From an optimization exercise on the open Yosys and OpenROAD flow, aimed at small area; shortcuts taken in it are not production practice.
Only simulation tests tie the RTL to the original design; equivalence was not proved.
No activity file was given, so power comes from the tool's default toggle rates.

<file path="config.mk">
export PLATFORM = sky130hd
export DESIGN_NAME = QuadCopter
export DESIGN_NICKNAME = QuadCopter
export VERILOG_FILES = /design/flow/design.v
export SDC_FILE = /design/flow/constraint.sdc
export NUM_CORES = 4
export LEC_CHECK = 0
export CAP_MARGIN = 20
export CORE_MARGIN = 2
export CORE_UTILIZATION = 40
export CTS_BUF_LIST = sky130_fd_sc_hd__clkbuf_16
export CTS_CLUSTER_DIAMETER = 80
export CTS_CLUSTER_SIZE = 30
export SLEW_MARGIN = 20
</file>
<file path="constraint.sdc">
create_clock -name core_clock -period 10.0 [get_ports {clk}]
set_input_delay 2.0000 -clock core_clock [delete_from_list [all_inputs] [get_ports {clk}]]
set_output_delay 2.0000 -clock core_clock [all_outputs]
set_load 0.01 [all_outputs]
</file>
<file path="design.v">
module UART_tx (
  input logic clk,
  input logic rst_n,          
  input logic trmt,           
  input logic [7:0] tx_data,  
  output logic tx_done,       
  output logic TX             
);
	logic [11:0] baud_cnt;
	logic [3:0] bit_cnt;
	logic trans, shift, init;
	wire [11:0] baud_inc;
	wire [3:0] bit_inc;
	rca #(12) iBI(.a(baud_cnt), .b(12'h000), .ci(1'b1), .s(baud_inc), .co());
	rca #(4) iCI(.a(bit_cnt), .b(4'h0), .ci(1'b1), .s(bit_inc), .co());
	assign init = ~trans & trmt;
	assign shift = (baud_cnt == 12'hA2C);
	always_ff @(posedge clk, negedge rst_n)
		if (!rst_n)
			trans <= 1'b0;
		else if (init)
			trans <= 1'b1;
		else if (bit_cnt == 4'd10)
			trans <= 1'b0;
	always_ff @(posedge clk) begin
		if (init || shift)
			baud_cnt <= 12'h000;
		else if (trans && bit_cnt != 4'd10)
			baud_cnt <= baud_inc;
	end
	always_ff @(posedge clk) begin
		if (init)
			bit_cnt <= 4'h0;
		else if (shift)
			bit_cnt <= bit_inc;
	end
	always_comb begin
		TX = 1'b1;
		if (trans)
			case (bit_cnt)
				4'd0: TX = 1'b0;
				4'd1: TX = tx_data[0];
				4'd2: TX = tx_data[1];
				4'd3: TX = tx_data[2];
				4'd4: TX = tx_data[3];
				4'd5: TX = tx_data[4];
				4'd6: TX = tx_data[5];
				4'd7: TX = tx_data[6];
				4'd8: TX = tx_data[7];
				default: TX = 1'b1;
			endcase
	end
	assign tx_done = 1'b0;
endmodule
module UART_rcv (
  input logic clk,
  input logic rst_n,    
  input logic RX,       
  input logic clr_rdy,  
  output logic rdy,     
  output logic [7:0] rx_data  
);
	logic init, receiving, shift, set_rdy;
	logic [8:0] rx_shift_reg;
	logic [11:0] baud_cnt;
	logic [3:0] bit_cnt;
	logic RX_q1, RX_q2;
	logic rec;
	wire [11:0] baud_dec;
	wire [3:0] bit_inc;
	rca #(12) iBD(.a(baud_cnt), .b(12'hFFF), .ci(1'b0), .s(baud_dec), .co());
	rca #(4) iCI(.a(bit_cnt), .b(4'h0), .ci(1'b1), .s(bit_inc), .co());
	assign init = ~rec & ~RX_q2;
	assign set_rdy = rec & (bit_cnt == 4'd10);
	assign receiving = rec & (bit_cnt != 4'd10);
	always_ff @(posedge clk, negedge rst_n)
		if (!rst_n)
			rec <= 1'b0;
		else if (init)
			rec <= 1'b1;
		else if (set_rdy)
			rec <= 1'b0;
	always_ff @(posedge clk, negedge rst_n) begin
		if (!rst_n) begin
			RX_q1 <= 1'b1;
			RX_q2 <= 1'b1;
		end else begin
			RX_q1 <= RX;
			RX_q2 <= RX_q1;
		end
	end
	always_ff @(posedge clk)
		if (shift)
			rx_shift_reg <= {RX_q2, rx_shift_reg[8:1]};
	assign rx_data = rx_shift_reg[7:0];
	always_ff @(posedge clk) begin
		if (init)
			baud_cnt <= 12'h516;
		else if (shift)
			baud_cnt <= 12'hA2C;
		else if (receiving)
			baud_cnt <= baud_dec;
	end
	assign shift = ~|baud_cnt;
	always_ff @(posedge clk) begin
		if (init)
			bit_cnt <= 4'h0;
		else if (shift)
			bit_cnt <= bit_inc;
	end
	always_ff @(posedge clk, negedge rst_n)
		if (!rst_n)
			rdy <= 1'b0;
		else if (set_rdy)
			rdy <= 1'b1;
		else if (init | clr_rdy)
			rdy <= 1'b0;
endmodule
module UART(
  input wire clk,rst_n,
  input wire RX,trmt,
  input wire clr_rx_rdy,
  input wire [7:0] tx_data,
  output wire TX,rx_rdy,tx_done,
  output wire [7:0] rx_data
);
  UART_tx iTX(.clk(clk), .rst_n(rst_n), .TX(TX), .trmt(trmt),
          .tx_data(tx_data), .tx_done(tx_done));
  UART_rcv iRX(.clk(clk), .rst_n(rst_n), .RX(RX), .rdy(rx_rdy),
              .clr_rdy(clr_rx_rdy), .rx_data(rx_data));
endmodule
`default_nettype none
module UART_comm (
  input wire logic clk, rst_n,   
  input wire logic RX,           
  input wire logic send_resp,    
  input wire logic [7:0] resp,   
  input wire logic clr_cmd_rdy,  
  output wire logic TX,         
  output wire logic resp_sent,  
  output reg cmd_rdy,           
  output reg [2:0] op,          
  output wire [15:0] data       
);
  wire [7:0] rx_data;
  wire rx_rdy;
  reg [7:0] data_hi;
  reg [1:0] state;
  UART iUART(.clk(clk), .rst_n(rst_n), .RX(RX), .TX(TX), .tx_data(resp), .trmt(send_resp),
            .tx_done(resp_sent), .rx_data(rx_data), .rx_rdy(rx_rdy), .clr_rx_rdy(rx_rdy));
  wire capture_high = rx_rdy & ~state[0] & ~state[1];
  wire capture_mid  = rx_rdy & state[0];
  wire set_cmd_rdy  = rx_rdy & state[1];
  always_ff @(posedge clk)
    if (capture_high)
      case (rx_data)
        8'h02: op <= 3'd1;
        8'h03: op <= 3'd2;
        8'h04: op <= 3'd3;
        8'h05: op <= 3'd4;
        8'h06: op <= 3'd5;
        8'h07: op <= 3'd6;
        default: op <= 3'd0;
      endcase
  always_ff @(posedge clk)
    if (capture_mid)
      data_hi <= rx_data;
  assign data = {data_hi, rx_data};
  always_ff @(posedge clk, negedge rst_n) begin
    if (!rst_n)
      cmd_rdy <= 1'b0;
    else if (clr_cmd_rdy | capture_high)
      cmd_rdy <= 1'b0;
    else if (set_cmd_rdy)
      cmd_rdy <= 1'b1;
  end
  always_ff @(posedge clk, negedge rst_n) begin
    if (!rst_n)
      state <= 2'd0;
    else if (rx_rdy)
      state <= {state[0], ~state[0] & ~state[1]};
  end
endmodule
module cmd_cfg
#(parameter FAST_SIM = 1)
(
  input wire clk, rst_n,
  input wire cmd_rdy,
  input wire [2:0] op,
  input wire [15:0] data,
  input wire cal_done,
  input wire init,         
  output wire clr_cmd_rdy,
  output wire [7:0] resp,
  output wire send_resp,
  output reg [15:0] d_ptch, d_roll, d_yaw,
  output reg [8:0] thrst,
  output wire strt_cal,
  output wire inertial_cal,
  output reg motors_off
);
  localparam INTERP = 2'd0, WAIT_MTR_RAMP = 2'd1, WAIT_CAL_DONE = 2'd2, RESP = 2'd3;
  reg [1:0] state;
  reg [8:0] tmr;
  wire [8:0] tmr_inc;
  rca #(9) iTI(.a(tmr), .b(9'h000), .ci(1'b1), .s(tmr_inc), .co());
  wire go = (state == INTERP) & cmd_rdy;
  wire emer = go & (op == 3'd6);
  wire cal = go & (op == 3'd5);
  wire tmr_full = &tmr;
  assign clr_cmd_rdy = go;
  assign resp = 8'hA5;
  assign send_resp = (state == RESP);
  assign strt_cal = (state == WAIT_MTR_RAMP) & tmr_full;
  assign inertial_cal = (state == WAIT_MTR_RAMP) | ((state == WAIT_CAL_DONE) & ~cal_done) | cal;
  always_ff @(posedge clk)
    if (init | emer)
      d_ptch <= 16'h0000;
    else if (go & (op == 3'd1))
      d_ptch <= data;
  always_ff @(posedge clk)
    if (init | emer)
      d_roll <= 16'h0000;
    else if (go & (op == 3'd2))
      d_roll <= data;
  always_ff @(posedge clk)
    if (init | emer)
      d_yaw <= 16'h0000;
    else if (go & (op == 3'd3))
      d_yaw <= data;
  always_ff @(posedge clk)
    if (init | emer)
      thrst <= 9'h000;
    else if (go & (op == 3'd4))
      thrst <= data[8:0];
  always_ff @(posedge clk)
    if (cal)
      tmr <= 9'h000;
    else
      tmr <= tmr_inc;
  always_ff @(posedge clk, negedge rst_n)
    if (!rst_n)
      motors_off <= 1'b1;
    else if (go & (op == 3'd0))
      motors_off <= 1'b1;
    else if (inertial_cal)
      motors_off <= 1'b0;
  always_ff @(posedge clk, negedge rst_n)
    if (!rst_n)
      state <= INTERP;
    else case (state)
      INTERP: if (cmd_rdy) state <= (op == 3'd5) ? WAIT_MTR_RAMP : RESP;
      WAIT_MTR_RAMP: if (tmr_full) state <= WAIT_CAL_DONE;
      WAIT_CAL_DONE: if (cal_done) state <= RESP;
      default: state <= INTERP;
    endcase
endmodule
module ESC_interface_pipeline (
  input wire clk,
  input wire rst_n,
  input wire pre_wrt,       
  input wire wrt_ff,        
  input wire [12:0] kq,
  input wire en,            
  input wire m_const,       
  input wire [10:0] SPEED,
  output reg PWM
);
  reg [10:0] spd;
  reg z2, zero;    
  always_ff @(posedge clk)
    if (pre_wrt)
      spd <= SPEED;
  always_ff @(posedge clk) begin
    z2 <= m_const | (en & (kq == {2'b00, spd}));
    zero <= z2;
  end
  always_ff @(posedge clk, negedge rst_n) begin
    if (!rst_n)
      PWM <= 1'b0;
    else if (zero)
      PWM <= 1'b0;
    else if (wrt_ff)
      PWM <= 1'b1;
  end
endmodule
module ESCs (
  input wire clk, rst_n,
  input wire [10:0] frnt_spd,
  input wire [10:0] bck_spd,
  input wire [10:0] lft_spd,
  input wire [10:0] rght_spd,
  input wire motors_off,
  input wire inertial_cal,
  input wire pre_wrt,
  input wire wrt,
  output wire frnt,
  output wire bck,
  output wire lft,
  output wire rght,
  output wire kmatch
);
  reg wrt_ff;
  reg [12:0] kq;
  reg [1:0] kr;
  reg mo, ic, nl;
  always_ff @(posedge clk, negedge rst_n)
    if (!rst_n)
      wrt_ff <= 1'b0;
    else
      wrt_ff <= wrt;
  always_ff @(posedge clk)
    if (wrt) begin
      mo <= motors_off;
      ic <= inertial_cal;
    end
  always_ff @(posedge clk, negedge rst_n)
    if (!rst_n)
      nl <= 1'b1;
    else if (wrt)
      nl <= 1'b0;
  wire [12:0] kq_inc;
  rca #(13) iKI(.a(kq), .b(13'h0000), .ci(1'b1), .s(kq_inc), .co());
  wire kr0 = (kr == 2'd0);
  assign kmatch = (kr == 2'd1) && (kq == 13'd3378);
  always_ff @(posedge clk, negedge rst_n)
    if (!rst_n) begin
      kq <= 13'd3378;
      kr <= 2'd2;
    end else if (wrt_ff) begin
      kq <= 13'd3378;
      kr <= 2'd2;
    end else if (kr == 2'd2) begin
      kq <= kq_inc;
      kr <= 2'd0;
    end else if (kr0 && kq == 13'd5461) begin
      kq <= 13'd0;
      kr <= 2'd0;
    end else
      kr <= kr + 2'd1;
  wire m_const = kr0 & ~wrt & ~wrt_ff & (nl ? (kq == 13'd3378) : mo ? (kq == 13'd0) : ic & (kq == 13'h290));
  ESC_interface_pipeline frntESC(.clk(clk), .rst_n(rst_n), .pre_wrt(pre_wrt), .wrt_ff(wrt_ff), .kq(kq),
              .en(kr0 & ~wrt & ~wrt_ff & ~nl & ~mo & ~ic), .m_const(m_const), .SPEED(frnt_spd), .PWM(frnt));
  ESC_interface_pipeline bckESC(.clk(clk), .rst_n(rst_n), .pre_wrt(pre_wrt), .wrt_ff(wrt_ff), .kq(kq),
              .en(kr0 & ~wrt & ~wrt_ff & ~nl & ~mo & ~ic), .m_const(m_const), .SPEED(bck_spd), .PWM(bck));
  ESC_interface_pipeline lftESC(.clk(clk), .rst_n(rst_n), .pre_wrt(pre_wrt), .wrt_ff(wrt_ff), .kq(kq),
              .en(kr0 & ~wrt & ~wrt_ff & ~nl & ~mo & ~ic), .m_const(m_const), .SPEED(lft_spd), .PWM(lft));
  ESC_interface_pipeline rghtESC(.clk(clk), .rst_n(rst_n), .pre_wrt(pre_wrt), .wrt_ff(wrt_ff), .kq(kq),
              .en(kr0 & ~wrt & ~wrt_ff & ~nl & ~mo & ~ic), .m_const(m_const), .SPEED(rght_spd), .PWM(rght));
endmodule
module PD_math_pipeline (
  input wire clk,
  input wire init,            
  input wire hold,            
  input wire wr,              
  input wire [15:0] desired,
  input wire [15:0] actual,
  output wire signed [11:0] dterm,
  output wire signed [9:0] pterm
);
  wire [16:0] err;
  rca #(17) iE(.a({actual[15],actual}), .b(~{desired[15],desired}), .ci(1'b1), .s(err), .co());
  wire [9:0] err_sat = (err[16]) ?
            ((&err[15:9] == 0) ? 10'h200 : err[9:0]) :
            ((|err[15:9]) ? 10'h1ff : err[9:0]);
  reg [9:0] err_sat_ff;
  reg [6:0] D_diff_sat_ff;
  reg [109:0] ring;
  reg [9:0] prev11;
  always_ff @(posedge clk)
    if (!hold)
      err_sat_ff <= err_sat;
  always_ff @(posedge clk)
    ring <= {init ? 10'h000 : wr ? err_sat_ff : ring[9:0], ring[109:10]};
  always_ff @(posedge clk)
    if (init)
      prev11 <= 10'h000;
    else if (wr)
      prev11 <= ring[9:0];
  wire [9:0] D_diff;
  rca #(10) iD(.a(err_sat_ff), .b(~prev11), .ci(1'b1), .s(D_diff), .co());
  wire [6:0] D_diff_sat = (D_diff[9]) ?
              ((&D_diff[8:6] == 0) ? 7'h40 : D_diff[6:0]) :
              ((|D_diff[8:6]) ? 7'h3f : D_diff[6:0]);
  always_ff @(posedge clk)
    D_diff_sat_ff <= D_diff_sat;
  wire [11:0] d12 = {{5{D_diff_sat_ff[6]}}, D_diff_sat_ff};
  rca #(12) iDT(.a({d12[8:0], 3'b000}), .b(~d12), .ci(1'b1), .s(dterm), .co());
  rca #(10) iPT(.a({err_sat_ff[9], err_sat_ff[9:1]}), .b({{3{err_sat_ff[9]}}, err_sat_ff[9:3]}), .ci(1'b0), .s(pterm), .co());
endmodule
`default_nettype none
module flght_cntrl_pipeline(
  input wire clk,
  input wire rst_n,
  input wire init,
  input wire vld,
  input wire inertial_cal,
  input wire signed [15:0] d_ptch, d_roll, d_yaw,
  input wire signed [15:0] ptch, roll, yaw,
  input wire [8:0] thrst,
  output wire [10:0] frnt_spd,
  output wire [10:0] bck_spd,
  output wire [10:0] lft_spd,
  output wire [10:0] rght_spd
);
  localparam MIN_RUN_SPEED = 13'h2C0;
  wire [9:0] ptch_pterm, roll_pterm, yaw_pterm;
  wire [11:0] ptch_dterm, roll_dterm, yaw_dterm;
  reg [3:0] rot, oldest;
  reg pend;
  wire wr = pend & (rot == oldest);
  wire [3:0] rot_inc, oldest_inc;
  rca #(4) iRI(.a(rot), .b(4'h0), .ci(1'b1), .s(rot_inc), .co());
  rca #(4) iOI(.a(oldest), .b(4'h0), .ci(1'b1), .s(oldest_inc), .co());
  always_ff @(posedge clk)
    rot <= (rot[3] & rot[1]) ? 4'd0 : rot_inc;
  always_ff @(posedge clk)
    if (init)
      oldest <= 4'd0;
    else if (wr)
      oldest <= (oldest[3] & oldest[1]) ? 4'd0 : oldest_inc;
  always_ff @(posedge clk)
    if (init)
      pend <= 1'b0;
    else if (vld)
      pend <= 1'b1;
    else if (wr)
      pend <= 1'b0;
  PD_math_pipeline iPTCH(.clk(clk),.init(init),.hold(pend),.wr(wr),.desired(d_ptch),.actual(ptch),.pterm(ptch_pterm),.dterm(ptch_dterm));
  PD_math_pipeline iROLL(.clk(clk),.init(init),.hold(pend),.wr(wr),.desired(d_roll),.actual(roll),.pterm(roll_pterm),.dterm(roll_dterm));
  PD_math_pipeline iYAW(.clk(clk),.init(init),.hold(pend),.wr(wr),.desired(d_yaw),.actual(yaw),.pterm(yaw_pterm),.dterm(yaw_dterm));
  wire [12:0] tp, tr, ty, base, bx, by, frnt_sum, bck_sum, lft_sum, rght_sum;
  rca #(13) iTP(.a({{3{ptch_pterm[9]}},ptch_pterm}), .b({ptch_dterm[11],ptch_dterm}), .ci(1'b0), .s(tp), .co());
  rca #(13) iTR(.a({{3{roll_pterm[9]}},roll_pterm}), .b({roll_dterm[11],roll_dterm}), .ci(1'b0), .s(tr), .co());
  rca #(13) iTY(.a({{3{yaw_pterm[9]}},yaw_pterm}), .b({yaw_dterm[11],yaw_dterm}), .ci(1'b0), .s(ty), .co());
  rca #(13) iBA(.a(MIN_RUN_SPEED), .b({4'b0000,thrst}), .ci(1'b0), .s(base), .co());
  rca #(13) iBX(.a(base), .b(~ty), .ci(1'b1), .s(bx), .co());
  rca #(13) iBY(.a(base), .b(ty), .ci(1'b0), .s(by), .co());
  rca #(13) iSF(.a(bx), .b(~tp), .ci(1'b1), .s(frnt_sum), .co());
  rca #(13) iSB(.a(bx), .b(tp), .ci(1'b0), .s(bck_sum), .co());
  rca #(13) iSL(.a(by), .b(~tr), .ci(1'b1), .s(lft_sum), .co());
  rca #(13) iSR(.a(by), .b(tr), .ci(1'b0), .s(rght_sum), .co());
  assign frnt_spd = (|frnt_sum[12:11]) ? 11'h7ff : frnt_sum[10:0];
  assign bck_spd = (|bck_sum[12:11]) ? 11'h7ff : bck_sum[10:0];
  assign lft_spd = (|lft_sum[12:11]) ? 11'h7ff : lft_sum[10:0];
  assign rght_spd = (|rght_sum[12:11]) ? 11'h7ff : rght_sum[10:0];
endmodule
`default_nettype none
module SPI_mnrch (
  input wire logic clk,     
  input wire logic rst_n,   
  output      logic SS_n,  
  output      logic SCLK,  
  output      logic MOSI,  
  input  wire logic MISO,  
  input  wire logic wrt,  
  input  wire logic [15:0] wt_data,  
  output      reg done,  
  output      logic set_done,  
  output      logic [15:0] rd_data  
);
  logic [4:0] bit_cntr;
  logic init, ld_SCLK, shft, done16;
  logic [3:0] SCLK_div;
  logic [15:0] shft_reg;
  typedef enum reg[1:0] {IDLE, TRANS, TEARDOWN} state_t;
  state_t state, nxt_state;
  wire [4:0] bit_inc;
  wire [3:0] div_inc;
  rca #(5) iBI(.a(bit_cntr), .b(5'h00), .ci(1'b1), .s(bit_inc), .co());
  rca #(4) iDI(.a(SCLK_div), .b(4'h0), .ci(1'b1), .s(div_inc), .co());
  always_ff @(posedge clk) begin
    if (init) begin
      bit_cntr <= 5'b00000;
    end else if (shft) begin
      bit_cntr <= bit_inc;
    end
  end
  assign done16 = (bit_cntr[4]) ? 1'b1 : 1'b0;
  always_ff @(posedge clk, negedge rst_n) begin
    if (!rst_n) begin
      SCLK_div <= 4'b1011;
    end else if (ld_SCLK) begin
      SCLK_div <= 4'b1011;
    end else begin
      SCLK_div <= div_inc;
    end
  end
  assign SCLK = SCLK_div[3];
  assign shft = (SCLK_div == 4'h9) ? 1'b1 : 1'b0;
  always_ff @(posedge clk) begin
    if (init) begin
      shft_reg <= wt_data;
    end else if (shft) begin
      shft_reg <= {shft_reg[14:0], MISO};
    end
  end
  assign MOSI = shft_reg[15];
  assign rd_data = shft_reg;
  always_ff @(posedge clk, negedge rst_n) begin
    if (!rst_n)
      state <= IDLE;
    else
      state <= nxt_state;
  end
  always_comb begin
    init = 1'b0;
    set_done = 1'b0;
    SS_n = 1'b0;
    ld_SCLK = 1'b0;
    nxt_state = state;
    case(state)
      TRANS: if (done16) begin
          nxt_state = TEARDOWN;
        end else begin
          nxt_state = TRANS;
        end
      TEARDOWN: if (&SCLK_div[3:1]) begin
          nxt_state = IDLE;
          SS_n = 1'b1;
          set_done = 1'b1;
        end else begin
          nxt_state = TEARDOWN;
        end
      default: begin
        SS_n = 1'b1;
        ld_SCLK = 1'b1;
        if (wrt) begin
          init = 1'b1;
          nxt_state = TRANS;
        end else begin
          nxt_state = IDLE;
        end
        end
    endcase
  end
  always_ff @(posedge clk, negedge rst_n) begin
    if (!rst_n) begin
      done <= 1'b0;
    end else if (init) begin
      done <= 1'b0;
    end else if (set_done) begin
      done <= 1'b1;
    end
  end
endmodule
module inertial_integrator(clk,rst_n,init,strt_cal,cal_done,vld,ptch_rt,roll_rt,yaw_rt,
                           acc_byte,axl,axh,ayl,ptch,roll,yaw);
parameter FAST_SIM = 1;
input wire clk, rst_n;
input wire init;                  
input wire strt_cal;
input wire vld;                   
input wire [15:0] ptch_rt, roll_rt, yaw_rt;
input wire [7:0] acc_byte;        
input wire axl, axh, ayl;         
output wire cal_done;
output wire signed [15:0] ptch, roll, yaw;
  localparam IDLE = 2'd0, CALIBRATING = 2'd1, RUNNING = 2'd2;
  reg [1:0] state;
  reg [3:0] smpl_cntr;
  reg v1, v2, v3, c2, c3;
  reg gp, gr;
  reg [16:0] ptch_g, roll_g;        
  reg [19:0] ax_acc, ay_acc;
  reg [3:0] avg_cntr;
  reg [3:0] mcnt;
  wire [26:0] ptch_int, roll_int, yaw_int;
  wire calibrating = (state == CALIBRATING);
  wire running = state[1];
  assign cal_done = calibrating & (smpl_cntr == 4'd8);
  wire clr = (strt_cal & (state == IDLE)) | cal_done;
  always_ff @(posedge clk, negedge rst_n)
    if (!rst_n)
      state <= IDLE;
    else if (strt_cal & ~calibrating)
      state <= CALIBRATING;
    else if (cal_done)
      state <= RUNNING;
  wire [3:0] smpl_inc;
  rca #(4) iSI(.a(smpl_cntr), .b(4'h0), .ci(calibrating & vld), .s(smpl_inc), .co());
  always_ff @(posedge clk)
    if (strt_cal & ~calibrating)
      smpl_cntr <= 4'd0;
    else
      smpl_cntr <= smpl_inc;
  wire [14:0] dp, dr;
  rca #(15) iCP(.a({ptch_int[26],ptch_int[26:13]}), .b(~{{3{ptch_g[11]}},ptch_g[11:0]}), .ci(1'b1), .s(dp), .co());
  rca #(15) iCR(.a({roll_int[26],roll_int[26:13]}), .b(~{{3{roll_g[11]}},roll_g[11:0]}), .ci(1'b1), .s(dr), .co());
  always_ff @(posedge clk) begin
    v1 <= vld;
    v2 <= v1;
    c2 <= v1 & running;
    gp <= dp[14];
    gr <= dr[14];
    v3 <= v2 & ~clr;
    c3 <= c2;
  end
  integ_axis #(1) iP(.clk(clk), .init(init), .clr(clr), .v1(v1), .v2(v2), .v3(v3),
                     .fus_en(c2), .gt(gp), .comp_en(c3), .rt(ptch_rt), .cal_done(cal_done), .int_q(ptch_int));
  integ_axis #(1) iR(.clk(clk), .init(init), .clr(clr), .v1(v1), .v2(v2), .v3(v3),
                     .fus_en(c2), .gt(gr), .comp_en(c3), .rt(roll_rt), .cal_done(cal_done), .int_q(roll_int));
  integ_axis #(0) iY(.clk(clk), .init(init), .clr(clr), .v1(v1), .v2(v2), .v3(v3),
                     .fus_en(1'b0), .gt(1'b0), .comp_en(c3), .rt(yaw_rt), .cal_done(cal_done), .int_q(yaw_int));
  wire c15 = &avg_cntr;
  wire cap = (avg_cntr == 4'd0);
  wire [3:0] avg_inc;
  rca #(4) iAI(.a(avg_cntr), .b(4'h0), .ci(vld), .s(avg_inc), .co());
  always_ff @(posedge clk)
    if (init)
      avg_cntr <= 4'd0;
    else
      avg_cntr <= avg_inc;
  wire add_x = (axl | axh) & ~c15;
  wire add_y = (ayl | vld) & ~c15;
  wire lo_byte = axl | ayl;
  wire [19:0] acc_add = {{4{acc_byte[7] & ~lo_byte}}, lo_byte ? 8'h00 : acc_byte, lo_byte ? acc_byte : 8'h00};
  wire [19:0] ax_sum, ay_sum;
  rca #(20) iAX(.a(ax_acc), .b(add_x ? acc_add : 20'd0), .ci(1'b0), .s(ax_sum), .co());
  rca #(20) iAY(.a(ay_acc), .b(add_y ? acc_add : 20'd0), .ci(1'b0), .s(ay_sum), .co());
  wire mlast = (mcnt == 4'd13);
  always_ff @(posedge clk)
    if (init | mlast)
      ax_acc <= 20'd0;
    else
      ax_acc <= ax_sum;
  always_ff @(posedge clk)
    if (init | mlast)
      ay_acc <= 20'd0;
    else
      ay_acc <= ay_sum;
  wire [3:0] mcnt_inc;
  rca #(4) iMI(.a(mcnt), .b(4'h0), .ci(1'b1), .s(mcnt_inc), .co());
  always_ff @(posedge clk)
    if (init | mlast)
      mcnt <= 4'd0;
    else if (v2 & cap)
      mcnt <= 4'd1;
    else if (mcnt != 4'd0)
      mcnt <= mcnt_inc;
  reg mbit;
  always_comb
    case (mcnt)
      4'd1, 4'd2, 4'd3, 4'd7, 4'd9: mbit = 1'b1;
      default: mbit = 1'b0;
    endcase
  wire mfirst = (mcnt == 4'd1);
  wire [17:0] gp_in = mfirst ? 18'd0 : {ptch_g[16], ptch_g};
  wire [17:0] gr_in = mfirst ? 18'd0 : {roll_g[16], roll_g};
  wire [17:0] ay_m = mbit ? {{2{ay_acc[19]}}, ay_acc[19:4]} : 18'd0;
  wire [17:0] ax_m = mbit ? ~{{2{ax_acc[19]}}, ax_acc[19:4]} : 18'd0;
  wire [17:0] gp_sum, gr_sum;
  rca #(18) iGP(.a(gp_in), .b(ay_m), .ci(1'b0), .s(gp_sum), .co());
  rca #(18) iGR(.a(gr_in), .b(ax_m), .ci(mbit), .s(gr_sum), .co());
  always_ff @(posedge clk)
    if (init) begin
      ptch_g <= 17'd0;
      roll_g <= 17'd0;
    end else if (mcnt != 4'd0) begin
      ptch_g <= gp_sum[17:1];
      roll_g <= gr_sum[17:1];
    end
  assign ptch = {{2{ptch_int[26]}},ptch_int[26:13]};
  assign roll = {{2{roll_int[26]}},roll_int[26:13]};
  assign yaw = {{2{yaw_int[26]}},yaw_int[26:13]};
endmodule
module integ_axis #(parameter FUSION = 1) (
  input wire clk,
  input wire init,
  input wire clr,
  input wire v1, v2, v3,
  input wire fus_en,         
  input wire gt,             
  input wire comp_en,        
  input wire [15:0] rt,
  input wire cal_done,
  output reg [26:0] int_q
);
  reg [15:0] off;
  reg cy, hs;
  wire [15:0] off_m = comp_en ? ~off : 16'hFFFF;
  wire [15:0] comp;
  rca #(16) iC(.a(rt), .b(off_m), .ci(1'b1), .s(comp), .co());
  wire [15:0] fus = (v2 & fus_en) ? (gt ? 16'h0800 : 16'hF800) : 16'h0000;
  wire [15:0] op = fus | (v3 ? comp : 16'h0000);
  wire [15:0] lo;
  wire [10:0] hi;
  wire lo_c;
  rca #(16) iL(.a(int_q[15:0]), .b(op), .ci(1'b0), .s(lo), .co(lo_c));
  rca #(11) iH(.a(int_q[26:16]), .b({11{hs}}), .ci(cy), .s(hi), .co());
  wire clear = init | (clr & ~(FUSION & v1));
  always_ff @(posedge clk)
    if (clear)
      int_q <= 27'd0;
    else
      int_q <= {hi, lo};
  always_ff @(posedge clk) begin
    cy <= lo_c & ~clear;
    hs <= op[15] & ~clear;
  end
  always_ff @(posedge clk)
    if (cal_done)
      off <= int_q[18:3];
endmodule
module inert_intf
#(parameter FAST_SIM = 1)
(
  input wire clk, rst_n,
  input wire MISO,
  input wire INT,
  input wire strt_cal,
  input wire kmatch,      
  output wire signed [15:0] ptch,roll,yaw,
  output wire cal_done,
  output wire vld,
  output wire pre_vld,                      
  output wire init,                         
  output wire SS_n,SCLK,MOSI
);
  logic INT_1, INT_2;
  logic done, set_done;
  logic [1:0] nmatch;
  reg [15:0] ptch_reg, roll_reg, yaw_reg;
  logic wrt;
  logic [15:0] cmd, inert_data;
  localparam [3:0] INIT1 = 4'd0, INIT2 = 4'd1, INIT3 = 4'd2, INIT4 = 4'd3, WAIT_DATA = 4'd4,
                   PTCH_L = 4'd5, PTCH_H = 4'd6, ROLL_L = 4'd7, ROLL_H = 4'd8, YAW_L = 4'd9,
                   YAW_H = 4'd10, AX_L = 4'd11, AX_H = 4'd12, AY_L = 4'd13, AY_H = 4'd14;
  reg [3:0] state;
  SPI_mnrch iSPI(.clk(clk),.rst_n(rst_n),.SS_n(SS_n),.SCLK(SCLK),.MISO(MISO),.MOSI(MOSI),
                 .wrt(wrt),.done(done),.set_done(set_done),.rd_data(inert_data),.wt_data(cmd));
  inertial_integrator #(FAST_SIM) iINT(.clk(clk), .rst_n(rst_n), .init(init), .strt_cal(strt_cal),
                       .cal_done(cal_done), .vld(vld), .ptch_rt(ptch_reg), .roll_rt(roll_reg),
                       .yaw_rt(yaw_reg), .acc_byte(inert_data[7:0]),
                       .axl(state == AX_L && done), .axh(state == AX_H && done),
                       .ayl(state == AY_L && done),
                       .ptch(ptch), .roll(roll), .yaw(yaw));
  assign init = (state == INIT1);
  assign vld = (state == AY_H) && done;
  assign pre_vld = (state == AY_H) && set_done;
  always_ff @(posedge clk, negedge rst_n) begin
    if (!rst_n) begin
      INT_1 <= 1'b0;
      INT_2 <= 1'b0;
    end else begin
      INT_1 <= INT;
      INT_2 <= INT_1;
    end
  end
  wire wait_done = kmatch & (&nmatch);
  always_ff @(posedge clk, negedge rst_n)
    if (!rst_n)
      nmatch <= 2'd0;
    else if (kmatch)
      nmatch <= nmatch + 2'd1;
  wire [3:0] state_inc;
  rca #(4) iSI(.a(state), .b(4'h0), .ci(1'b1), .s(state_inc), .co());
  always_ff @(posedge clk) begin
    if (done) begin
      if (state == PTCH_L) ptch_reg[7:0] <= inert_data[7:0];
      if (state == PTCH_H) ptch_reg[15:8] <= inert_data[7:0];
      if (state == ROLL_L) roll_reg[7:0] <= inert_data[7:0];
      if (state == ROLL_H) roll_reg[15:8] <= inert_data[7:0];
      if (state == YAW_L) yaw_reg[7:0] <= inert_data[7:0];
      if (state == YAW_H) yaw_reg[15:8] <= inert_data[7:0];
    end
  end
  always_comb begin
    case (state)
      INIT1: cmd = 16'h0D02;
      INIT2: cmd = 16'h1062;
      INIT3: cmd = 16'h1162;
      INIT4: cmd = 16'h1460;
      WAIT_DATA: cmd = 16'hA200;
      PTCH_L: cmd = 16'hA300;
      PTCH_H: cmd = 16'hA400;
      ROLL_L: cmd = 16'hA500;
      ROLL_H: cmd = 16'hA600;
      YAW_L: cmd = 16'hA700;
      YAW_H: cmd = 16'hA800;
      AX_L: cmd = 16'hA900;
      AX_H: cmd = 16'hAA00;
      AY_L: cmd = 16'hAB00;
      default: cmd = 16'h0000;
    endcase
  end
  assign wrt = (state == INIT1) ? wait_done :
               (state == WAIT_DATA) ? INT_2 :
               (state == AY_H) ? 1'b0 : done;
  always_ff @(posedge clk, negedge rst_n)
    if (!rst_n)
      state <= INIT1;
    else case (state)
      INIT1: if (wait_done) state <= INIT2;
      WAIT_DATA: if (INT_2) state <= PTCH_L;
      AY_H: if (done) state <= WAIT_DATA;
      default: if (done) state <= state_inc;
    endcase
endmodule
module reset_synch (
  input logic RST_n,  
  input logic clk,    
  output reg rst_n    
);
	logic q1;
	always_ff @(negedge clk, negedge RST_n) begin
		if (!RST_n) begin
			q1 <= 1'b0;
			rst_n <= 1'b0;
		end else begin
			q1 <= 1'b1;
			rst_n <= q1;
		end
	end
endmodule
`default_nettype none
module QuadCopter(
  input wire clk,    
  input wire RST_n,  
  input wire RX,     
  input wire MISO,   
  input wire INT,    
  output wire SS_n,  
  output wire SCLK,  
  output wire MOSI,  
  output wire TX,    
  output wire FRNT,  
  output wire BCK,   
  output wire LFT,   
  output wire RGHT   
);
  wire cmd_rdy;
  wire [2:0] op;
  wire [15:0] data;
  wire clr_cmd_rdy;
  wire [7:0] resp;
  wire send_resp;
  wire vld, pre_vld;
  wire init;
  wire kmatch;
  wire signed [15:0] ptch, roll, yaw;
  wire signed [15:0] d_ptch, d_roll, d_yaw;
  wire [8:0] thrst;
  wire rst_n;
  wire strt_cal;
  wire inertial_cal;
  wire motors_off;
  wire cal_done;
  wire [10:0] frnt_spd, bck_spd, lft_spd, rght_spd;
  localparam FAST_SIM = 1;
  UART_comm iCOMM(
    .clk(clk), .rst_n(rst_n),
    .RX(RX), .TX(TX),
    .resp(resp), .send_resp(send_resp), .resp_sent(),
    .cmd_rdy(cmd_rdy), .op(op), .data(data), .clr_cmd_rdy(clr_cmd_rdy)
  );
  cmd_cfg #(FAST_SIM) iCMD(
    .clk(clk), .rst_n(rst_n),
    .cmd_rdy(cmd_rdy), .op(op), .data(data), .clr_cmd_rdy(clr_cmd_rdy),
    .resp(resp), .send_resp(send_resp),
    .d_ptch(d_ptch), .d_roll(d_roll), .d_yaw(d_yaw), .thrst(thrst),
    .strt_cal(strt_cal), .inertial_cal(inertial_cal), .motors_off(motors_off),
    .cal_done(cal_done), .init(init)
  );
  inert_intf #(FAST_SIM) iNEMO(
    .clk(clk), .rst_n(rst_n),
    .ptch(ptch), .roll(roll), .yaw(yaw),
    .strt_cal(strt_cal), .kmatch(kmatch), .cal_done(cal_done), .vld(vld), .pre_vld(pre_vld), .init(init),
    .SS_n(SS_n), .SCLK(SCLK), .MOSI(MOSI), .MISO(MISO), .INT(INT)
  );
  flght_cntrl_pipeline ifly(
    .clk(clk), .rst_n(rst_n), .init(init),
    .vld(vld),
    .d_ptch(d_ptch), .d_roll(d_roll), .d_yaw(d_yaw),
    .ptch(ptch), .roll(roll), .yaw(yaw),
    .thrst(thrst), .inertial_cal(inertial_cal),
    .frnt_spd(frnt_spd), .bck_spd(bck_spd), .lft_spd(lft_spd), .rght_spd(rght_spd)
  );
  ESCs iESC (
    .clk(clk), .rst_n(rst_n),
    .frnt_spd(frnt_spd), .bck_spd(bck_spd), .lft_spd(lft_spd), .rght_spd(rght_spd),
    .pre_wrt(pre_vld), .wrt(vld), .motors_off(motors_off), .inertial_cal(inertial_cal),
    .frnt(FRNT), .bck(BCK), .lft(LFT), .rght(RGHT), .kmatch(kmatch)
  );
  reset_synch iRST (.clk(clk), .RST_n(RST_n), .rst_n(rst_n));
endmodule
module rca #(parameter N = 8) (
  input wire [N-1:0] a,
  input wire [N-1:0] b,
  input wire ci,
  output wire [N-1:0] s,
  output wire co
);
  wire [N:0] c;
  assign c[0] = ci;
  genvar i;
  generate for (i = 0; i < N; i = i + 1) begin : bit_
    assign s[i] = a[i] ^ b[i] ^ c[i];
    assign c[i+1] = (a[i] & b[i]) | (c[i] & (a[i] ^ b[i]));
  end endgenerate
  assign co = c[N];
endmodule
</file>
<file path="run.sh">
#!/bin/bash
# synth_recipe.tcl (not shown) runs the flow's synth.tcl, then flattens the netlist and writes it again
# the make line also repeats each setting of config.mk as NAME=value (left out here)
make -C /OpenROAD-flow-scripts/flow DESIGN_CONFIG=/design/flow/config.mk WORK_HOME=/design/flow/orfs CLKGATE_MAP_FILE= SYNTH_SCRIPT=/design/flow/synth_recipe.tcl finish
</file>
==> qor.csv, run 1 <==
stage,metric,value,unit
run_status,status,"complete, no violations",
logic_synthesis,ranking of synthesized cells by area,"dfxtp_1 34%, fa_1 20%, edfxtp_1 15%",
grt,GRT overflow,0,
drt,Met1 Wirelength,36.0,mm
clock_network,Root Buffer Master,clkbuf_16,
logic_synthesis,main combinational cell family by area after synthesis,adder cells,
logic_synthesis,Synth Register Bits,940,
layout,ANT cells,0,
timing,Final Max Tran Viols,0,
placed_design,Final GP Congestion,0.829,
placed_design,IO Port Bufs,12,
worst_setup_path,Max stage delay on crit path,0.47,ns
layout,Layout area overhead,7.60,%
layout,share of cells above drive strength 1,0.0465,
worst_setup_path,slowest CP cell,dfrtp_2,
logic_synthesis,Mapped Cells,3413,
clock_network,Sink Count,940,
timing,# setup viols final,0,
drt,drt pass-1 iters,5,
die,Row Count,116,
logic_synthesis,Synth Area in XOR/XNOR,0.0205,
die,Initial Utilization,0.405,
logic_synthesis,Synth Flop Type,dfxtp_1,
die,I/O pin total,13,
drt,Initial DRC Count,1416,
clock_network,# H-tree levels,2,
power,total power,6400,uW
worst_setup_path,Critical path buffers and inverters,3,
drt,Met2 Routed Length,34.9,mm
logic_synthesis,YS warnings,14,
timing,Period minus WS final,9.45,ns
logic_synthesis,post-synth top area cell,dfxtp_1,
logic_synthesis,post-synthesis adder-cell area fraction,0.243,
die,die height,323,um
clock_network,clock latency on the worst-skew pair,0.64,ns
timing,Tcrit/Tclk final,0.945,
drt,met3 wire len,2.54,mm
grt,first-pass GRT wire length,123,mm
hold_path,worst hold path type,register to register,
timing,Slew headroom,0.236,
power,leak pwr,0.0176,uW
layout,biggest regs,"ifly.iPTCH.ring x110, ifly.iROLL.ring x110, ifly.iYAW.ring x110",
layout,design area,43700,sq um
drt,via-per-instance ratio,4.62,
run,Max-Cap Viols,0,
drt,Vias,22074,
die,die width,323,um
drt,"wirelength, routed",74.7,mm
timing,Fin. Hold Viols,0,
power,Max VDD drop,0.109,mV
worst_setup_path,Critical Path Most Common Cell,fa_1,
layout,Final nets,3941,
grt,largest net degree at the start of global routing,66,
logic_synthesis,sequential area share after synthesis,0.522,
worst_setup_path,critical path endpoint category,register,
drt,DR WL/cell,15.7,um
logic_synthesis,Netlist Area Pre-Place,40600,sq um
logic_synthesis,most numerous cell in the Yosys netlist,dfxtp_1,
clock_network,cts bufs inserted,43,
worst_setup_path,CP Max Fanout,8,
timing,Worst Tran Pin Value,1.14,ns
die,die area,104000,sq um
logic_synthesis,Synth top cells by count,"681 x dfxtp_1, 464 x nand2_1, 398 x fa_1",
logic_synthesis,syn_area_per_cell,11.9,sq um
grt,GRT Util Overall,0.149,
die,Core Box Area,100000,sq um
grt,number of global-route vias before repair,22504,
logic_synthesis,Synth Area in Compound Gates,0.0470,
worst_setup_path,startpoint types,register,
worst_setup_path,critical setup path kind,register to register,
logic_synthesis,Mapped Nets,3968,
drt,Routed Antenna Nets,0,
placed_design,placed inst area,42100,sq um
clock_network,CTS tree,built,
worst_setup_path,"delay-heaviest family, CP",adder cells,
logic_synthesis,Post-Synth Simple-Gate Area,0.113,
power,Pwr Density,147,nW/um^2
clock_network,Hold Buf Count CTS,0,
timing,Clock Skew,0.0356,ns
drt,max layer used,met4,
placed_design,Detail Placement HPWL,54.2,mm
clock_network,Longest Clk Path Bufs,3,
worst_setup_path,CP required,10.55,ns
drt,Post-route DRC,0,
grt,initial antenna violation count,0,
worst_setup_path,Critical Path AT,10.01,ns
logic_synthesis,Post-synth ARST share,0.0543,
timing,Max Clk Rate,0.106,GHz
logic_synthesis,Netlist cell types,77,
clock_network,Clock Pin Slew Worst Setup and Hold Paths,0.11,ns
logic_synthesis,Post-synth EDFFs,208,
logic_synthesis,multiplexer share of the synthesized area,0.00808,
logic_synthesis,Yosys top cell area share,0.336,
==> layer usage <==
metal	vias to the layer above	track usage
met3	74	0.0180
met4	0	0.0336
met2	277	0.243
met5	-	0
li1	10773	-
met1	10950	0.214
==> power breakdown <==
group / leakage, uW / switching [uW] / internal [uW]
registers: 0.00828 / 49.6 / 3930
logic: 0.00856 / 142 / 126
clock network: 0.000728 / 1260 / 890
==> area by class of cell <==
type	count	area, sq um
Fill cell	9303	56600
Sequential cell	940	21200
Clock inverter	29	294
Clock buffer	46	1150
Multi-Input combinational cell	2000	17600
Inverter	355	1340
Timing Repair Buffer	46	375
Tap cell	1357	1700
==> cell usage in the layout (no fill, tap or decap), drive strengths merged, types with 11 or more instances in the layout <==
cell           netlist  layout
nor2b               30      30
and3                41      41
fa                 398     398
buf                 44      34
dfxtp              681     681
dfrtp               35      35
xor2                62      62
clkinv               0      11
a211oi              11      11
nor3                18      18
clkdlybuf4s50        0      12
nand3               19      19
nor4                19      19
nand2              464     464
a21oi              199     199
mux2i               26      26
o21ai               50      50
edfxtp             208     208
nor2               205     205
a21o                14      14
and2               111     111
ha                 152     152
xnor2               33      33
or3                 23      23
dfstp               14      14
nand2b              20      20
inv                355     372
clkbuf              74      46
==> cell families after synthesis <==
kind of cell	count (synthesis)
DFF	940
adders and majority gates	550
AOI/OAI and AO/OA	329
buffers and inverters	473
muxes	32
other	1
and+or+nand+nor	993
xor gates and xnor gates	95
==> metrics by stage <==
stage / hold slack (ns) / setup WS (ns) / std cells / setup TNS (ns) / utilization
3_3_place_gp: 0.305 / 0.265 / 4693 / 0 / 0.420
4_1_cts: 0.309 / 0.0468 / 4768 / 0 / 0.434
6_report: 0.308 / 0.547 / 4773 / 0 / 0.435
3_5_place_dp: 0.298 / 0.0945 / 4693 / 0 / 0.420
5_1_grt: 0.310 / -0.00430 / 4773 / -0.00430 / 0.435
2_1_floorplan: 0.292 / 0.570 / 3413 / 0 / -
==> path summary, 6_finish.rpt <==
| kind | to | start | cells after the start | slack [ns] |
|---|---|---|---|---|
| max in group asynchronous | iRST.q1$_DFF_NN0_ | RST_n | 1 | 3.42 |
| min in group asynchronous | iCOMM.state[0]$_DFFE_PN0P_ | iRST.rst_n$_DFF_NN0_ | 1 | 5.46 |
| hold reg to reg | iRST.rst_n$_DFF_NN0_ | iRST.q1$_DFF_NN0_ | 0 | 0.31 |
| setup / recovery | iNEMO.iINT.ay_acc[19]$_SDFF_PP0_ | iNEMO.state[0]$_DFFE_PN0P_ | 30 | 0.55 |
| setup reg to reg | iNEMO.iINT.ay_acc[19]$_SDFF_PP0_ | iNEMO.state[0]$_DFFE_PN0P_ | 30 | 0.55 |
| hold / removal | iRST.rst_n$_DFF_NN0_ | iRST.q1$_DFF_NN0_ | 0 | 0.31 |
==> timing repair <==
item / CTS / global route
resized for setup: 0 / 16
endpoints found under the hold margin: 0 / 0
setup buffers: 0 / 5
endpoints found under the setup margin: 0 / 4
==> inputs of run 2 (changes only) <==
--- a/config.mk
+++ b/config.mk
@@ -8,7 +8,7 @@
 export CAP_MARGIN = 20
 export CORE_MARGIN = 2
 export CORE_UTILIZATION = 40
-export CTS_BUF_LIST = sky130_fd_sc_hd__clkbuf_16
-export CTS_CLUSTER_DIAMETER = 80
-export CTS_CLUSTER_SIZE = 30
+export CTS_BUF_LIST = sky130_fd_sc_hd__clkbuf_8
+export CTS_CLUSTER_DIAMETER = 60
+export CTS_CLUSTER_SIZE = 16
 export SLEW_MARGIN = 20
==> qor.csv, run 2 <==
stage,metric,value,unit
clock_network,Sink Count,940,
logic_synthesis,Netlist cell types,77,
logic_synthesis,Post-Synth Simple-Gate Area,0.113,
timing,RSZ-0062 raised after global routing,no,
grt,initial antenna violation count,2,
die,die area,104000,sq um
drt,"wirelength, routed",75.4,mm
logic_synthesis,multiplexer share of the synthesized area,0.00808,
layout,share of cells above drive strength 1,0.0560,
die,I/O pin total,13,
layout,biggest regs,"ifly.iPTCH.ring x110, ifly.iROLL.ring x110, ifly.iYAW.ring x110",
worst_setup_path,slowest CP cell,dfrtp_2,
timing,# setup viols final,0,
clock_network,cts bufs inserted,74,
layout,"commonest non-fill, non-tap cell in the layout",dfxtp_1,
clock_network,clock latency on the worst-skew pair,0.74,ns
placed_design,Detail Placement HPWL,54.2,mm
logic_synthesis,sequential area share after synthesis,0.522,
logic_synthesis,YS warnings,14,
worst_setup_path,critical setup path kind,register to register,
timing,setup_tns,0,ns
die,Core Box Area,100000,sq um
timing,Fin. Hold Viols,0,
logic_synthesis,Post-synth EDFFs,208,
logic_synthesis,Synth top cells by count,"681 x dfxtp_1, 464 x nand2_1, 398 x fa_1",
logic_synthesis,Netlist Area Pre-Place,40600,sq um
grt,first-pass GRT wire length,124,mm
drt,Post-route DRC,0,
grt,number of global-route vias before repair,22853,
timing,Worst Tran Pin Value,1.12,ns
timing,Max Clk Rate,0.106,GHz
drt,DR WL/cell,15.6,um
grt,largest net degree at the start of global routing,66,
logic_synthesis,syn_area_per_cell,11.9,sq um
layout,design area,43700,sq um
worst_setup_path,Critical Path Sink,iNEMO.iINT.ax_acc[19]$_SDFF_PP0_,
logic_synthesis,Yosys top cell area share,0.336,
worst_setup_path,Critical Path AT,10.07,ns
worst_setup_path,Critical path buffers and inverters,2,
logic_synthesis,Post-synth ARST share,0.0543,
placed_design,placed inst area,42100,sq um
worst_setup_path,critical path endpoint category,register,
worst_setup_path,CP Max Fanout,6,
drt,drt pass-1 iters,5,
die,die height,323,um
clock_network,Longest Clk Path Bufs,3,
power,leak pwr,0.0177,uW
power,Pwr Density,146,nW/um^2
clock_network,Clock Pin Slew Worst Setup and Hold Paths,0.10,ns
logic_synthesis,ranking of synthesized cells by area,"dfxtp_1 34%, fa_1 20%, edfxtp_1 15%",
clock_network,# H-tree levels,3,
drt,via-per-instance ratio,4.63,
logic_synthesis,post-synthesis adder-cell area fraction,0.243,
logic_synthesis,post-synth top area cell,dfxtp_1,
die,Row Count,116,
drt,Vias,22353,
placed_design,dpl cells,4693,
timing,Slew headroom,0.250,
logic_synthesis,main combinational cell family by area after synthesis,adder cells,
drt,Routed Antenna Nets,0,
run,Max-Cap Viols,0,
logic_synthesis,Synth Area in Compound Gates,0.0470,
hold_path,worst hold path depth,0,
worst_setup_path,WP depth,29,
worst_setup_path,Max stage delay on crit path,0.46,ns
die,Initial Utilization,0.405,
grt,GRT Util Overall,0.151,
timing,Clock Skew,0.0921,ns
die,die width,323,um
grt,GRT overflow,0,
layout,Layout area overhead,7.68,%
worst_setup_path,Crit Reg-Reg Endpoint,iNEMO.iINT.ax_acc[19]$_SDFF_PP0_,
placed_design,IO Port Bufs,12,
hold_path,worst hold path type,register to register,
logic_synthesis,Mapped Nets,3968,
worst_setup_path,Critical Path Most Common Cell,fa_1,
timing,Final Max Tran Viols,0,
power,Max VDD drop,0.0726,mV
logic_synthesis,most numerous cell in the Yosys netlist,dfxtp_1,
layout,final std cells w/o fill,4823,
worst_setup_path,CP required,10.62,ns
worst_setup_path,reg2reg setup slack,0.54,ns
run_status,status,"complete, no violations",
timing,Tcrit/Tclk final,0.946,
worst_setup_path,FF-to-FF Start,iNEMO.state[0]$_DFFE_PN0P_,
worst_setup_path,Worst Setup SP,iNEMO.state[0]$_DFFE_PN0P_,
layout,Final nets,3972,
hold_path,hold path start,iRST.q1$_DFF_NN0_,
clock_network,Root Buffer Master,clkbuf_8,
logic_synthesis,Mapped Cells,3413,
worst_setup_path,startpoint types,register,
drt,Initial DRC Count,1293,
logic_synthesis,Synth Register Bits,940,
worst_setup_path,worst-case reg-to-reg path depth,29,
logic_synthesis,Synth Flop Type,dfxtp_1,
logic_synthesis,Synth Area in XOR/XNOR,0.0205,
worst_setup_path,"delay-heaviest family, CP",adder cells,
clock_network,CTS tree,built,
layout,"leading cell types in the layout, fill and taps excluded","681 x dfxtp_1, 463 x nand2_1, 389 x fa_1",
timing,Period minus WS final,9.46,ns
placed_design,Final GP Congestion,0.829,
## run 2: cell counts after synthesis
No cell type changed its count.
## run 2: how the worst min path moves through the flow
stage                           endpoint  slack [ns]
floorplan           iRST.rst_n$_DFF_NN0_        0.29
global placement    iRST.rst_n$_DFF_NN0_        0.30
detailed placement  iRST.rst_n$_DFF_NN0_        0.30
CTS                 iRST.rst_n$_DFF_NN0_        0.31
global route        iRST.rst_n$_DFF_NN0_        0.31
finish              iRST.rst_n$_DFF_NN0_        0.31
## run 2: report_power, final
group,internal (uW),switching (uW)
Clock,876,1250
Combinational,126,142
Sequential,3930,49.3
Total,4930,1440
## run 2: layout make-up
class	instances	area [sq um]
antenna	3	7.51
sequential	940	21200
timing repair buffer	46	375
clock inverter	44	392
fill	9344	56600
multi-input combinational	2000	17600
tap	1357	1700
clock buffer	78	1070
inverter	355	1340
## run 2: worst reg2reg max path, delay by kind of cell, from the launching register on
kind,cells,cell delay (ns)
compound gates,1,0.24
xor+xnor,2,0.28
fa+ha+maj,20,7.62
buf+inv,2,0.13
flops,1,0.46
simple gates,4,0.63
## run 2: what timing repair did
action	4_1_cts	5_1_grt
setup buffers	0	5
resized for setup	0	17
endpoints found under the hold margin	0	0
hold buffers	0	0
endpoints found under the setup margin	0	4
## run 2: metal layers
metal	vias up	global-route usage	wire, um
li1	10841	-	-
met1	11077	0.214	36000
met2	341	0.244	35100
met3	94	0.0226	3030
met4	0	0.0389	1340
met5	-	0	0
## run 2: logic make-up (layout without fill, tap and decap cells)
| family | count (synthesis) | after routing |
|---|---|---|
| muxes | 32 | 32 |
| DFF | 940 | 940 |
| xor gates and xnor gates | 95 | 95 |
| other | 1 | 4 |
| adders and majority gates | 550 | 550 |
| and+or+nand+nor | 993 | 993 |
| AOI/OAI and AO/OA | 329 | 329 |
| buffers and inverters | 473 | 523 |
## run 2: stage by stage
stage | util | worst slack (ns) | power [uW] | hold slack (ns)
global placement | 0.420 | 0.265 | 4330 | 0.305
finish | 0.436 | 0.541 | 6370 | 0.306
floorplan | - | 0.570 | 4270 | 0.292
detailed placement | 0.420 | 0.0945 | 4340 | 0.298
CTS | 0.435 | 0.0501 | 6480 | 0.307
global route | 0.436 | 0.0408 | 6670 | 0.313
